Background: an optimization exercise with open tools, aiming at small area, a short achievable clock period and few clock cycles. Do not read the settings as production practice. In this exercise RTL edits were held to simulation tests only and were not proved equivalent to the original. Power and IR drop assume default switching activity.

## flow/design.v

```verilog
module mem # (
    parameter DATAW = 8,
    parameter DEPTH = 512,
    parameter ADDRW = $clog2(DEPTH)
)(
    input  clk,
    input  [DATAW-1:0] wdata,
    input  [ADDRW-1:0] waddr,
    input  wen,
    input  [ADDRW-1:0] raddr,
    output [DATAW-1:0] rdata
);
logic [DATAW-1:0] r_rdata;
logic [DATAW-1:0] mem_array [0:DEPTH-1];
always_ff @ (posedge clk) begin
    if (wen) begin
        mem_array[waddr] <= wdata;
    end
    r_rdata <= mem_array[raddr];
end
assign rdata = r_rdata;
endmodule
module ctrl # (
  parameter VEC_ADDRW  = 8,
  parameter MAT_ADDRW  = 9,
  parameter VEC_SIZEW  = VEC_ADDRW + 1,
  parameter MAT_SIZEW  = MAT_ADDRW + 1
)(
  input  logic                    clk,
  input  logic                    rst,
  input  logic                    start,
  input  logic [VEC_ADDRW-1:0]    vec_start_addr,
  input  logic [VEC_SIZEW-1:0]    vec_num_words,
  input  logic [MAT_ADDRW-1:0]    mat_start_addr,
  input  logic [MAT_SIZEW-1:0]    mat_num_rows_per_olane,
  output logic [VEC_ADDRW-1:0]    vec_raddr,
  output logic [MAT_ADDRW-1:0]    mat_raddr,
  output logic                    accum_first,
  output logic                    accum_last,
  output logic                    ovalid,
  output logic                    busy
);
typedef enum logic [1:0] {
 IDLE, COMPUTE 
} state_t;
state_t curr_state, next_state;
logic [VEC_SIZEW-1:0] chunk_counter;
logic [MAT_SIZEW-1:0] row_counter;
logic start_d;
    always_ff @(posedge clk) begin
        if (rst) begin                
            start_d <= 1'b0;
        end else begin                    
            start_d <= start;
        end
    end
wire start_pulse = start & ~start_d;
    logic [VEC_ADDRW-1:0]    r_vec_start_addr;
    logic [VEC_SIZEW-1:0]    r_vec_num_words;
    logic [MAT_ADDRW-1:0]    r_mat_start_addr;
    logic [MAT_SIZEW-1:0]    r_mat_num_rows_per_olane;
    always_ff @(posedge clk) begin
        if (rst) begin
            curr_state    <= IDLE;
            chunk_counter <= '0;
            row_counter   <= '0;
        end else begin
            curr_state <= next_state;            
            if (curr_state == IDLE && start_pulse) begin
                chunk_counter <= '0;
                row_counter   <= '0;                                                             
                r_vec_start_addr <= vec_start_addr;                
                r_vec_num_words <= vec_num_words;                  
                r_mat_start_addr <= mat_start_addr;                
                r_mat_num_rows_per_olane <= mat_num_rows_per_olane;
            end else if (curr_state == COMPUTE) begin
                if (chunk_counter < r_vec_num_words - 1) begin
                    chunk_counter <= chunk_counter + 1;
                end else begin
                    chunk_counter <= '0;
                    if (row_counter < r_mat_num_rows_per_olane - 1) begin
                        row_counter <= row_counter + 1;
                    end else begin
                        row_counter <= '0;
                    end
                end
            end
        end
    end
    always_comb begin
        case (curr_state)
            IDLE:
            next_state = start_pulse ? COMPUTE : IDLE;
            COMPUTE:
            next_state = (row_counter == r_mat_num_rows_per_olane - 1 && chunk_counter == r_vec_num_words   - 1) ? IDLE : COMPUTE;
            default: next_state = IDLE;
        endcase
    end
    always_comb begin
        busy        = (curr_state == COMPUTE);
        accum_first = (curr_state == COMPUTE && chunk_counter == 0);
        accum_last  = (curr_state == COMPUTE && chunk_counter == r_vec_num_words - 1);
        ovalid      = (chunk_counter == r_vec_num_words - 1 && row_counter   == r_mat_num_rows_per_olane - 1);
        vec_raddr   = (curr_state == COMPUTE) ? r_vec_start_addr + chunk_counter : '0;
        mat_raddr   = (curr_state == COMPUTE) ? r_mat_start_addr + row_counter * r_vec_num_words + chunk_counter : '0;
    end
endmodule
module dot8 # (
    parameter IWIDTH = 8,
    parameter OWIDTH = 32
)(
    input clk,
    input rst,
    input logic signed [8*IWIDTH-1:0] vec0,
    input signed [8*IWIDTH-1:0] vec1,
    input ivalid,
    output logic signed [OWIDTH-1:0] result,
    output logic ovalid
);
logic signed [IWIDTH-1:0] input_reg_a0, input_reg_a1, input_reg_a2, input_reg_a3, input_reg_a4, input_reg_a5, input_reg_a6, input_reg_a7;
logic signed [IWIDTH-1:0] input_reg_b0, input_reg_b1, input_reg_b2, input_reg_b3, input_reg_b4, input_reg_b5, input_reg_b6, input_reg_b7;
logic signed [(2*IWIDTH) - 1:0] mult_reg_0, mult_reg_1, mult_reg_2, mult_reg_3, mult_reg_4, mult_reg_5, mult_reg_6, mult_reg_7;
logic signed [(2*IWIDTH):0] add1_reg_0, add1_reg_1, add1_reg_2, add1_reg_3;
logic signed [(2*IWIDTH) + 1:0] add2_reg_0, add2_reg_1;
logic valid_0, valid_1, valid_2, valid_3;
always_ff @(posedge clk) begin
    if (rst) begin
        input_reg_a0 <= 0; input_reg_a1 <= 0; input_reg_a2 <= 0; input_reg_a3 <= 0; input_reg_a4 <= 0; input_reg_a5 <= 0; input_reg_a6 <= 0; input_reg_a7 <= 0;
        input_reg_b0 <= 0; input_reg_b1 <= 0; input_reg_b2 <= 0; input_reg_b3 <= 0; input_reg_b4 <= 0; input_reg_b5 <= 0; input_reg_b6 <= 0; input_reg_b7 <= 0;
        mult_reg_0 <= 0; mult_reg_1 <= 0; mult_reg_2 <= 0; mult_reg_3 <= 0;
        mult_reg_4 <= 0; mult_reg_5 <= 0; mult_reg_6 <= 0; mult_reg_7 <= 0;
        add1_reg_0 <= 0; add1_reg_1 <= 0; add1_reg_2 <= 0; add1_reg_3 <= 0;
        add2_reg_0 <= 0; add2_reg_1 <= 0;
        valid_0 <= 0; valid_1 <= 0; valid_2 <= 0; valid_3 <= 0;
        result <= 0;
        ovalid <= 1;
    end else begin
        input_reg_a0 <= vec0[IWIDTH-1:0]; input_reg_a1 <= vec0[(2*IWIDTH)-1:IWIDTH]; input_reg_a2 <= vec0[(3*IWIDTH)-1:2*IWIDTH]; input_reg_a3 <= vec0[(4*IWIDTH)-1:3*IWIDTH];
        input_reg_a4 <= vec0[(5*IWIDTH)-1:4*IWIDTH]; input_reg_a5 <= vec0[(6*IWIDTH)-1:5*IWIDTH]; input_reg_a6 <= vec0[(7*IWIDTH)-1:6*IWIDTH]; input_reg_a7 <= vec0[(8*IWIDTH)-1:7*IWIDTH];
        input_reg_b0 <= vec1[IWIDTH-1:0]; input_reg_b1 <= vec1[(2*IWIDTH)-1:IWIDTH]; input_reg_b2 <= vec1[(3*IWIDTH)-1:2*IWIDTH]; input_reg_b3 <= vec1[(4*IWIDTH)-1:3*IWIDTH];
        input_reg_b4 <= vec1[(5*IWIDTH)-1:4*IWIDTH]; input_reg_b5 <= vec1[(6*IWIDTH)-1:5*IWIDTH]; input_reg_b6 <= vec1[(7*IWIDTH)-1:6*IWIDTH]; input_reg_b7 <= vec1[(8*IWIDTH)-1:7*IWIDTH];
        valid_0 <= ivalid;                     
        mult_reg_0 <= input_reg_a0 * input_reg_b0; mult_reg_1 <= input_reg_a1 * input_reg_b1; mult_reg_2 <= input_reg_a2 * input_reg_b2; mult_reg_3 <= input_reg_a3 * input_reg_b3;
        mult_reg_4 <= input_reg_a4 * input_reg_b4; mult_reg_5 <= input_reg_a5 * input_reg_b5; mult_reg_6 <= input_reg_a6 * input_reg_b6; mult_reg_7 <= input_reg_a7 * input_reg_b7;        
        valid_1 <= valid_0;
        add1_reg_0 <= mult_reg_0 + mult_reg_1; add1_reg_1 <= mult_reg_2 + mult_reg_3; add1_reg_2 <= mult_reg_4 + mult_reg_5; add1_reg_3 <= mult_reg_6 + mult_reg_7;
        valid_2 <= valid_1;
        add2_reg_0 <= add1_reg_0 + add1_reg_1; add2_reg_1 <= add1_reg_2 + add1_reg_3;    
        valid_3 <= valid_2;
        result <= add2_reg_0 + add2_reg_1;
        ovalid <= valid_3;
   end
end
endmodule
module accum # (
    parameter DATAW = 32,
    parameter ACCUMW = 32
)(
    input  clk,
    input  rst,
    input  logic signed [DATAW-1:0] data,
    input  logic ivalid,
    input  logic first,
    input  logic last,
    output logic signed [ACCUMW-1:0] result,
    output logic ovalid
);
logic signed [ACCUMW-1:0] acc;
always_ff @(posedge clk) begin
    if (rst) begin
        ovalid <= 1'b0;
    end else begin
        if (ivalid) begin
            if (first) acc <= data;
            else       acc <= acc + data;
        end
        ovalid <= ivalid & last;
    end
end
assign result = acc;
endmodule
module mvm # (
    parameter IWIDTH = 8,
    parameter OWIDTH = 32,
    parameter MEM_DATAW = IWIDTH * 8,
    parameter VEC_MEM_DEPTH = 4,
    parameter VEC_ADDRW = $clog2(VEC_MEM_DEPTH),
    parameter MAT_MEM_DEPTH = 8,
    parameter MAT_ADDRW = $clog2(MAT_MEM_DEPTH),
    parameter NUM_OLANES = 4
)(
    input  logic                   clk,
    input  logic                   rst,
    input  logic [MEM_DATAW-1:0]   i_vec_wdata,
    input  logic [VEC_ADDRW-1:0]   i_vec_waddr,
    input  logic                   i_vec_wen,
    input  logic [MEM_DATAW-1:0]   i_mat_wdata,
    input  logic [MAT_ADDRW-1:0]   i_mat_waddr,
    input  logic [NUM_OLANES-1:0]  i_mat_wen,
    input  logic                   i_start,
    input  logic [VEC_ADDRW-1:0]   i_vec_start_addr,
    input  logic [VEC_ADDRW:0]     i_vec_num_words,
    input  logic [MAT_ADDRW-1:0]   i_mat_start_addr,
    input  logic [MAT_ADDRW:0]     i_mat_num_rows_per_olane,
    output logic                   o_busy,
    output logic [NUM_OLANES*OWIDTH-1:0] o_result,
    output logic                   o_valid
);
  logic [VEC_ADDRW-1:0]  cntrl_vec_raddr;
  logic [MEM_DATAW-1:0]  r_vec_data;
  mem #(
    .DATAW(MEM_DATAW),
    .DEPTH(VEC_MEM_DEPTH),
    .ADDRW(VEC_ADDRW)
  ) vec_mem_inst (
    .clk   (clk),
    .wdata (i_vec_wdata),
    .waddr (i_vec_waddr),
    .wen   (i_vec_wen),
    .raddr (cntrl_vec_raddr),
    .rdata (r_vec_data)
  );
  logic [MAT_ADDRW-1:0] cntrl_mat_raddr;
  logic                  cntrl_accum_first, cntrl_accum_last;
  logic                  cntrl_busy;
  logic                  cntrl_ovalid;
  ctrl #(
    .VEC_ADDRW(VEC_ADDRW),
    .MAT_ADDRW(MAT_ADDRW)
  ) ctrl_inst (
    .clk                    (clk),
    .rst                    (rst),
    .start                  (i_start),
    .vec_start_addr         (i_vec_start_addr),
    .vec_num_words          (i_vec_num_words),
    .mat_start_addr         (i_mat_start_addr),
    .mat_num_rows_per_olane (i_mat_num_rows_per_olane),
    .vec_raddr              (cntrl_vec_raddr),
    .mat_raddr              (cntrl_mat_raddr),
    .accum_first            (cntrl_accum_first),
    .accum_last             (cntrl_accum_last),
    .ovalid                 (cntrl_ovalid),
    .busy                   (cntrl_busy)
  );
  logic [6:1] busy_r;
  logic [6:1] first_r;
  logic [6:1] last_r;
  always_ff @(posedge clk) begin
    if (rst) begin
      busy_r <= 6'b0;
      first_r <= 6'b0;
      last_r <= 6'b0;
    end else begin
        busy_r[1]  <= cntrl_busy;
        first_r[1] <= cntrl_accum_first;
        last_r[1] <= cntrl_accum_last;
        busy_r[2]  <= busy_r[1];
        first_r[2] <= first_r[1];
        last_r [2] <= last_r [1];
        busy_r[3]  <= busy_r[2];
        first_r[3] <= first_r[2];
        last_r [3] <= last_r [2];
        busy_r[4]  <= busy_r[3];
        first_r[4] <= first_r[3];
        last_r [4] <= last_r [3];
        busy_r[5]  <= busy_r[4];
        first_r[5] <= first_r[4];
        last_r [5] <= last_r [4];
        busy_r[6]  <= busy_r[5];
        first_r[6] <= first_r[5];
        last_r [6] <= last_r [5];
    end
  end
  logic [MEM_DATAW-1:0] r_mat_data       [NUM_OLANES];
  logic [OWIDTH-1:0]    r_dot_result     [NUM_OLANES];
  logic                 r_dot_res_valid  [NUM_OLANES];
  logic [NUM_OLANES-1:0] r_accum_res_valid;
  genvar computation_num;
  generate
    for (computation_num = 0; computation_num < NUM_OLANES; computation_num = computation_num + 1) begin : OLANE
      mem #(
        .DATAW(MEM_DATAW),
        .DEPTH(MAT_MEM_DEPTH),
        .ADDRW(MAT_ADDRW)
      ) mat_mem_inst (
        .clk   (clk),
        .wdata (i_mat_wdata),
        .waddr (i_mat_waddr),
        .wen   (i_mat_wen[computation_num]),
        .raddr (cntrl_mat_raddr),
        .rdata (r_mat_data[computation_num])
      );
      dot8 #(
        .IWIDTH(IWIDTH),
        .OWIDTH(OWIDTH)
      ) dot8_inst (
        .clk    (clk),
        .rst    (rst),
        .vec0   (r_vec_data),
        .vec1   (r_mat_data[computation_num]),
        .ivalid (busy_r[1]),
        .result (r_dot_result[computation_num]),
        .ovalid (r_dot_res_valid[computation_num])
      );
      accum #(
        .DATAW(OWIDTH),
        .ACCUMW(OWIDTH)
      ) accum_inst (
        .clk    (clk),
        .rst    (rst),
        .data   (r_dot_result[computation_num]),
        .ivalid (r_dot_res_valid[computation_num]),
        .first  (first_r[6]),
        .last   (last_r[6]),
        .result (o_result[computation_num*OWIDTH +: OWIDTH]),
        .ovalid (r_accum_res_valid[computation_num])
      );
    end
  endgenerate
  assign o_busy  = cntrl_busy;
  assign o_valid  = &r_accum_res_valid;
endmodule
```

## flow/run.sh

```bash
#!/bin/bash
# synth_recipe.tcl (not shown) runs the flow's synth.tcl, then flattens the netlist and writes it again
# the make line also repeats each setting of config.mk as NAME=value (left out here)
make -C /OpenROAD-flow-scripts/flow DESIGN_CONFIG=/design/flow/config.mk WORK_HOME=/design/flow/orfs CLKGATE_MAP_FILE= SYNTH_SCRIPT=/design/flow/synth_recipe.tcl finish
```

## flow/config.mk

```make
export PLATFORM = sky130hd
export DESIGN_NAME = mvm
export DESIGN_NICKNAME = mvm
export VERILOG_FILES = /design/flow/design.v
export SDC_FILE = /design/flow/constraint.sdc
export NUM_CORES = 4
export LEC_CHECK = 0
export CAP_MARGIN = 20
export CORE_MARGIN = 2
export CORE_UTILIZATION = 40
export SLEW_MARGIN = 20
```

## flow/constraint.sdc

```tcl
create_clock -name core_clock -period 5.5 [get_ports {clk}]
set_input_delay 1.1000 -clock core_clock [delete_from_list [all_inputs] [get_ports {clk}]]
set_output_delay 1.1000 -clock core_clock [all_outputs]
set_load 0.01 [all_outputs]
```

==> run summary <==
Route:
- The number of remaining DRC errors is 0.
- The top layer used by detailed routing is met5.
- The sum of met2 wire segment lengths after detailed routing is 284.6 mm.
- Dividing the detail-routed wire length by the instance count gives 22.07 um.
- Once detail routing completed, the nets flagged for antenna violations numbered 0.
- Detailed routing inserted a total of 147757 vias.
- The final layout contains routed wiring with a total length of between 600 and 700 mm.
- Summed over all nets, wire length on met3 after detailed routing comes to 39.27 mm.
- The DRC marker count from the first detailed-route iteration is 11432.
- The detailed-routing wirelength on met1 is about 290 mm.
- The pre-antenna-repair detailed-routing pass consisted of 6 iterations.
- Dividing the detail-routed via count by the number of cells gives a little over 5.

Worst setup path:
- The gate family responsible for the most delay along the worst path is adder cells.
- The required time at the endpoint of the critical path is between 6 and 7 ns.
- The largest fanout on the critical path is 26.
- The count of cell instances traversed by the critical path is 20.
- By instance count, the cell type seen most on the critical path is sky130_fd_sc_hd__inv_1.
- The critical path class is reg2reg.
- The number of buffer and inverter stages on the critical path is 6.
- The cell count of the worst reg-to-reg path is 20.
- Across all register-to-register paths, the minimum setup slack is 0.24 ns.
- The worst setup path is launched from a register.
- The signal arrival time at the worst endpoint is 6.13 ns.
- The largest single stage delay on the critical path is between 0.5 and 0.6 ns.
- The cell with the largest stage delay on the worst path is sky130_fd_sc_hd__a2111oi_0.
- The kind of end point of the critical path is a register.
- Walking the worst path, the cells encountered are buf_12, and2_1, fa_1, inv_1, fa_1, inv_1, fa_1, inv_1, fa_1, inv_1, ha_1, inv_1, o21ai_0, a21oi_1, o21ai_0, a21oi_1, o21ai_0, a2111oi_0, o21ai_0, a21oi_1.

Logic synthesis:
- The largest family of logic cells by synthesized area is adder cells.
- The instance count of the mapped netlist is 19931.
- The count of synthesis-stage warnings from yosys is 9.
- The synthesized design contains 4116 register bits.
- The synthesized netlist contains 89 unique library cells.
- By area the synthesized netlist is led by sky130_fd_sc_hd__edfxtp_1 (31%), sky130_fd_sc_hd__fa_1 (15%), sky130_fd_sc_hd__dfxtp_1 (14%).
- The share of the Yosys chip area taken by registers is 0.4549.
- The number of nets in the synthesized netlist is 23411.
- Of the post-synthesis cell area, the dominant cell type holds 0.3124.
- A synthesized cell averages 11.79 um2.
- The largest area contributor in the netlist is sky130_fd_sc_hd__edfxtp_1.
- In the synthesized netlist the async set-or-reset flop fraction comes to 0.
- Measured against the total synthesized area, the mux share comes to 0.03363.
- The most used flip-flop cell after synthesis is sky130_fd_sc_hd__edfxtp_1.
- The simple logic cell fraction of the synthesized area is 0.1087.
- The number of enable flip-flop cells after synthesis is 2444.
- Of the total synthesized cell area, the portion taken by full adders, half adders and majority gates is 0.2345.
- The xor and xnor fraction of the mapped netlist area is 0.02669.
- The cell area that synthesis handed to floorplanning was 234900 um2.
- The share of the synthesized area in compound gates (AO/OA/AOI/OAI) was 0.08229.

Floorplan:
- The count of standard-cell rows is 281.
- The initial utilization of the core area, before any placement, comes to 0.4013.
- The boundary pin count is between 200 and 300.
- The die boundary height is 770.4 um.
- In this run the standard cell core region covers 585400 um2.
- The full die area is just under 600000 um2.
- The horizontal die dimension is 770.4 um.

Power and ir drop:
- The worst-case IR drop observed on VDD is 0.3290 mV.
- The static power due to leakage is 110.8 nW.
- Summing internal, switching and leakage power gives ~110 mW.
- The power per cell area is 398.2 nW/um2.

STA:
- Derived from the worst setup path, the maximum achievable clock frequency is 190.1 MHz.
- The final critical-path share of the clock period is 0.9565.
- The worst path needs ~5.3 ns of the cycle, external delays included.
- The pin slew with the least headroom to its limit is between 1 and 1.5 ns.
- The count of endpoints failing hold in the final timing report is 0.
- The number of setup violations in the final report is 0.
- The max-slew violation count is 0.
- The worst max-slew margin expressed relative to the limit is 0.1973.
- The tightest hold path in the finished design has a slack of ~0.43 ns.
- The clock skew is 0.1614 ns.

Finish:
- The most common library cell in the layout ignoring fill and taps is sky130_fd_sc_hd__inv_1.
- The area added between synthesis and finish is 12.67%.
- At the end of the flow, the number of nets in the layout was between 20000 and 25000.
- The share of final-layout standard cells stronger than drive strength 1 is 0.07796.
- The number of filler cells placed in the layout is 53211.
- In the layout the commonest cells are sky130_fd_sc_hd__inv_1 (3011), sky130_fd_sc_hd__edfxtp_1 (2444), sky130_fd_sc_hd__fa_1 (1793), sky130_fd_sc_hd__dfxtp_1 (1651), sky130_fd_sc_hd__ha_1 (1533).

Flow run:
- The max-cap check violation count is 0.

Clock network:
- The buffer levels on the longest clock path is 4.
- TritonCTS built the clock tree.
- The number of buffers created by CTS is 438.
- The H-tree generated during clock tree synthesis spans 5 levels.
- The tree is rooted in a sky130_fd_sc_hd__clkbuf_16.
- The number of setup buffers added after CTS is 0.
- At the later pin of the worst-skew pair, clock insertion delay measures between 1 and 1.5 ns.
- Clock-pin slew was measured on the worst setup and hold paths at 0.07 ns.
- The clock sink count is ~4100.

GRT:
- The number of global-route vias before repair is 147758.
- The number of antenna violations at the first check in global routing was 99.
- In the global route stage, overall resource usage came out at 0.2097.
- Entering global routing, the biggest net connects ~160 pins.
- The aggregate global routing overflow is 0.
- The first global-routing pass estimated 946.5 mm of wire.

Placed design:
- Routability-driven placement finished with a final weighted congestion of 0.8769.
- The total of buffers placed on input and output ports is between 200 and 300.
- The post-DP HPWL is 458.4 mm.

Worst hold path:
- The path category of the worst min-delay check is reg2reg.
- Along the worst hold path, the cell count comes to 1.

Status:
- The run finished with no timing, DRC or antenna violations.
## flip-flops by register name (all words and copies together), names as in the netlist, 68 cells and up
signal,count
OLANE.accum_inst.acc,128
OLANE.dot8_inst.add1_reg_0,68
OLANE.dot8_inst.add1_reg_1,68
OLANE.dot8_inst.add1_reg_2,68
OLANE.dot8_inst.add1_reg_3,68
OLANE.dot8_inst.add2_reg_0,72
OLANE.dot8_inst.add2_reg_1,72
OLANE.dot8_inst.result,76
OLANE.mat_mem_inst.mem_array,2048
OLANE.mat_mem_inst.r_rdata,256
vec_mem_inst.mem_array,256
## cell type report
class / count / area (um2) / area share
diodes: 30 / 75.07 / 0.0002836
clock buffers: 594 / 12280 / 0.04640
clock inverters: 231 / 2887 / 0.01091
inverters: 3012 / 11310 / 0.04272
multi-input cells: 12118 / 114500 / 0.4325
flip-flops and latches: 4116 / 106900 / 0.4038
well taps: 7782 / 9737 / 0.03679
repair buffers: 657 / 7038 / 0.02659
## cells by family (layout without fill, tap and decap cells)
group,Yosys count,count (layout)
DFF,4116,4116
xor gates and xnor gates,716,716
buffers and inverters,3697,4494
muxes,383,383
other,0,30
AOI/OAI and AO/OA,2885,2885
and+or+nand+nor,4807,4807
adders and majority gates,3327,3327
## power by group
part | leakage (nW) | switching [mW] | internal (mW)
clock network | 7.36 | 13.0 | 17.8
registers | 36.1 | 3.34 | 36.9
logic | 67.3 | 20.1 | 14.3
total | 111 | 36.4 | 69.0
## per-stage QoR
stage	TNS [ns]	setup WS, ns	utilization	cell area, um2	cells
after floorplan	0	0.2011	-	234900	19931
after global placement	0	0.2012	0.4264	249600	27685
after detailed placement	0	0.1488	0.4263	249600	27685
after CTS	0	0.1066	0.4523	264700	28510
after global routing	-0.01511	-0.01511	0.4521	264600	28514
final	0	0.2392	0.4522	264700	28540
## what timing repair did
item / CTS / global route
setup endpoints to repair: 0 / 57
resized for setup: 0 / 36
hold buffers: 0 / 0
## cells in the mapped netlist (62+ instances only)
cell / number
sky130_fd_sc_hd__xor2_1: 229
sky130_fd_sc_hd__nand2_1: 816
sky130_fd_sc_hd__nor3_1: 371
sky130_fd_sc_hd__nor3b_1: 65
sky130_fd_sc_hd__nand2b_1: 122
sky130_fd_sc_hd__ha_1: 1534
sky130_fd_sc_hd__inv_1: 3012
sky130_fd_sc_hd__nor2_1: 829
sky130_fd_sc_hd__or3_1: 87
sky130_fd_sc_hd__xnor2_1: 487
sky130_fd_sc_hd__dfxtp_1: 1672
sky130_fd_sc_hd__edfxtp_1: 2444
sky130_fd_sc_hd__fa_1: 1793
sky130_fd_sc_hd__nor2b_1: 833
sky130_fd_sc_hd__a21oi_1: 750
sky130_fd_sc_hd__nand3_1: 111
sky130_fd_sc_hd__clkbuf_1: 595
sky130_fd_sc_hd__o221ai_1: 513
sky130_fd_sc_hd__a21o_1: 407
sky130_fd_sc_hd__and3_1: 76
sky130_fd_sc_hd__o21bai_1: 62
sky130_fd_sc_hd__mux4_2: 320
sky130_fd_sc_hd__and2_1: 1376
sky130_fd_sc_hd__a21boi_0: 151
sky130_fd_sc_hd__o21ai_0: 563
## worst paths after layout
| kind | start | end |
|---|---|---|
| max reg2reg | OLANE[3].dot8_inst.input_reg_a7[5] | OLANE[0].dot8_inst.mult_reg_7[15] |
| min | OLANE[3].mat_mem_inst.r_rdata[4] | OLANE[3].dot8_inst.input_reg_b0[4] |
| max | OLANE[3].dot8_inst.input_reg_a7[5] | OLANE[0].dot8_inst.mult_reg_7[15] |
| min reg2reg | OLANE[3].mat_mem_inst.r_rdata[4] | OLANE[3].dot8_inst.input_reg_b0[4] |
## worst register-to-register path, stage by stage (launching register included)
cell	delay [ns]
sky130_fd_sc_hd__dfxtp_1	0.42
sky130_fd_sc_hd__buf_12	0.23
sky130_fd_sc_hd__and2_1	0.18
sky130_fd_sc_hd__fa_1	0.54
sky130_fd_sc_hd__inv_1	0.05
sky130_fd_sc_hd__fa_1	0.53
sky130_fd_sc_hd__inv_1	0.05
sky130_fd_sc_hd__fa_1	0.48
sky130_fd_sc_hd__inv_1	0.05
sky130_fd_sc_hd__fa_1	0.48
sky130_fd_sc_hd__inv_1	0.04
sky130_fd_sc_hd__ha_1	0.28
sky130_fd_sc_hd__inv_1	0.09
sky130_fd_sc_hd__o21ai_0	0.10
sky130_fd_sc_hd__a21oi_1	0.23
sky130_fd_sc_hd__o21ai_0	0.14
sky130_fd_sc_hd__a21oi_1	0.23
sky130_fd_sc_hd__o21ai_0	0.13
sky130_fd_sc_hd__a2111oi_0	0.55
sky130_fd_sc_hd__o21ai_0	0.17
sky130_fd_sc_hd__a21oi_1	0.19
## routing by layer
layer  up-vias  GRT usage
met1     74909     0.3075
met2      3971     0.3293
met4        50    0.04842
met3       717    0.03008
li1      68110          -
met5         -          0
Testbench counts, summed over its fixed seeds: cycles 6,463.

[afterwards: timing with drivers on the ports]
How much do the figures lean on ideal ports? The routed layout below was timed once more, with nothing changed but the port constraints.
Step 1 sets driving cells, clkbuf_16 on the clock port and buf_2 on the other inputs (assumed; they add their load-dependent delay and slew).
Step 2 also shifts input and output timing later by t, the mid clock arrival at the registers, as if the neighbouring blocks saw the same clock.
Three values: no drivers, after step 1, after step 2; two values: the first two.
t, ns: 1.151
setup WS [ns]: 0.239 / 0.239 / 0.239
hold slack, ns: 0.427 / 0.422 / 0.427
After both steps this run still meets setup and hold. The setup slack of this run moves by 0.000 ns with the drivers and by 0.000 ns with both steps.
